This design comes from an exercise in tuning for small area and a short achievable clock period on the open sky130 flow, not from production work. At most, simulation tests tie the RTL to the original design; equivalence was not proved. Power is estimated from default activity; no workload was simulated.

== the baseline ==
Design top_riscv_core, start of the top module:
module top_riscv_core
#(
  parameter ADDR_WIDTH = 8,
  parameter ADDR_NUM = 256
)
(
    input clk,
    input rst_n,
    input boot_up,
    output valid,
    output [ADDR_WIDTH-1:0] imem_addr,
    input  [32-1 :0] imem_rdata,
    output [ADDR_WIDTH-1:0] dmem_addr,
    output dmem_re,
    output dmem_we,
    output [3:0] dmem_wmask,
    output [32-1 :0] dmem_wdata,
    input  [32-1 :0] dmem_rdata,
    output rf_we,
    output [5-1 :0] rf_waddr,
    output [32-1 :0] rf_wdata
);
clock: 11.0 ns
lec_check: 0
cap_margin: 20
core_margin: 2
core_utilization: 60
slew_margin: 20
synth_hierarchical: 1
synth_minimum_keep_size: 0
standard.sh (not shown) runs the stock make flow with config.mk's settings and CLKGATE_MAP_FILE= SYNTH_SCRIPT=/design/flow/synth_recipe.tcl, a recipe that flattens the netlist after the stock synthesis.
==> flow/flow/run.sh <==
#!/bin/bash
set -euo pipefail
export SETUP_SLACK_MARGIN=7.25
export CTS_ARGS="-sink_clustering_enable -repair_clock_nets -buf_list sky130_fd_sc_hd__clkbuf_8 -root_buf sky130_fd_sc_hd__clkbuf_16 -dont_use_dummy_load -sink_clustering_size 12 -sink_clustering_max_diameter 50"
export BUFFER_PORTS_ARGS="-buffer_cell sky130_fd_sc_hd__buf_4"
bash standard.sh > orfs_make.log 2>&1
### the baseline -> the candidate
-- flow/design.v --
<<< the baseline, line 50
    reg [4:0]  rd_m;
    reg        nb_m, w_m;
    reg        mb_m, mh_m, mw_m;    
    reg [31:0] res_rb;
    reg        rbL, rbR, rbI, rbJ, wen_rb;
>>> the candidate, line 50
    reg [4:0]  rd_m;
    reg        nb_m, w_m;
    reg [31:0] res_rb;
    reg        rbL, rbR, rbI, rbJ, wen_rb;
<<< the baseline, line 237
        nb_m  <= nb_ex;
        w_m   <= w_ex;
        mb_m  <= ~nb_ex;
        mh_m  <= nb_ex & ~w_ex;
        mw_m  <= w_ex;
    end
    assign mem_data = {({16{mw_m}} & dmem_rdata[31:16]) | {16{mb_m & dmem_rdata[7]}} |
                       {16{mh_m & dmem_rdata[15]}},
                       ({8{~mb_m}} & dmem_rdata[15:8]) | {8{mb_m & dmem_rdata[7]}},
                       dmem_rdata[7:0]};
    assign dmem_addr  = res_m[ADDR_WIDTH+1:2];
>>> the candidate, line 236
        nb_m  <= nb_ex;
        w_m   <= w_ex;
    end
    wire byte_m = ~nb_m;
    wire sx = byte_m ? dmem_rdata[7] : dmem_rdata[15];
    assign mem_data = {w_m ? dmem_rdata[31:16] : {16{sx}},
                       byte_m ? {8{dmem_rdata[7]}} : dmem_rdata[15:8],
                       dmem_rdata[7:0]};
    assign dmem_addr  = res_m[ADDR_WIDTH+1:2];
<<< the baseline, line 250
    assign dmem_wmask = {w_m, w_m, nb_m, 1'b1};
    assign dmem_wdata = aux_m;
    reg rst_q;
    always @(posedge clk) rst_q <= rst_n;
    wire wsel_m = rst_q & mL;
    wire wsel_j = rst_q & ~mL & mJR;
    wire wsel_r = rst_q & ~mL & ~mJR;
    wire [31:0] res_rb_n = ({32{wsel_m}} & mem_data) | ({32{wsel_j}} & aux_m) |
                           ({32{wsel_r}} & res_m);
    always @(posedge clk) begin
        res_rb <= res_rb_n;
>>> the candidate, line 247
    assign dmem_wmask = {w_m, w_m, nb_m, 1'b1};
    assign dmem_wdata = aux_m;
    wire [31:0] res_rb_n = mL ? mem_data : mJR ? aux_m : res_m;
    always @(posedge clk) begin
        res_rb <= res_rb_n;
<<< the baseline, line 269
    assign rf_waddr = rd_rb;
    assign rf_wdata = res_rb;
    wire [31:0] wd = res_rb_n;
    integer i;
    always @(posedge clk) begin
>>> the candidate, line 260
    assign rf_waddr = rd_rb;
    assign rf_wdata = res_rb;
    reg rst_q;
    always @(posedge clk) rst_q <= rst_n;
    wire [31:0] wd = rst_q ? res_rb_n : 32'd0;
    integer i;
    always @(posedge clk) begin
[summary]
- Re detailed-placement wirelength estimate: the baseline and the candidate aren't equal, and the higher value belongs to the candidate.
- Signed area change from the synthesized netlist to the final layout: the candidate vs the baseline, no meaningful difference
- According to the power report, total power for the candidate is higher than for the baseline.
- On proportion of cell area spent on the clock network, the candidate tracks the baseline almost exactly.
- The overall routing resource usage reported for the candidate is greater than that of the baseline by 0.57 points.
- In the tables for the baseline and the candidate, final worst setup slack reads higher with the candidate.
- Changes observed in the candidate relative to the baseline: synthesized area has increased, multi-input combinational cell area was more or less identical, worst hold-check slack went down.
- Via count: the candidate worse than the baseline
- Count of placed standard cells in the final layout, fillers left out grows slightly when moving from the baseline to the candidate.
- As far as core region area is concerned, the baseline and the candidate perform about the same.
- Any difference in clock edge transition at the registers on the reported setup and hold paths between the baseline and the candidate is small enough to ignore.
- The candidate ended up with a lower clock latency of the later-clocked register in the worst-skew pair than the baseline did.
No functional check of the RTL was part of the baseline.

## separate check: timing with driven ports
In the flow no input, the clock included, has a driving cell. The finished layouts below were timed again as built, in two steps.
Step 1 sets driving cells, clkbuf_16 on the clock port and buf_2 on the other inputs (assumed; they add their load-dependent delay and slew).
Step 2 also shifts input and output timing later by t, the mid clock arrival at the registers, as if the neighbouring blocks saw the same clock.
Slacks: no drivers / after step 1 / after step 2; pairs: no drivers / after step 1.
run | t, ns | slack for setup (ns) | clock arrival spread, ns | worst data-port slew with drivers (ns) | pins driven straight from the clock port
the baseline | 0.836 | 7.065 / 7.065 / 6.362 | 0.136 / 0.135 | 0.11 | 1
the candidate | 0.807 | 7.145 / 7.113 / 6.377 | 0.158 / 0.157 | 0.06 | 1
After both steps every run listed still meets setup and hold. The setup slack of the candidate, which loses most, moves by -0.032 ns with the drivers and by -0.768 ns with both steps.
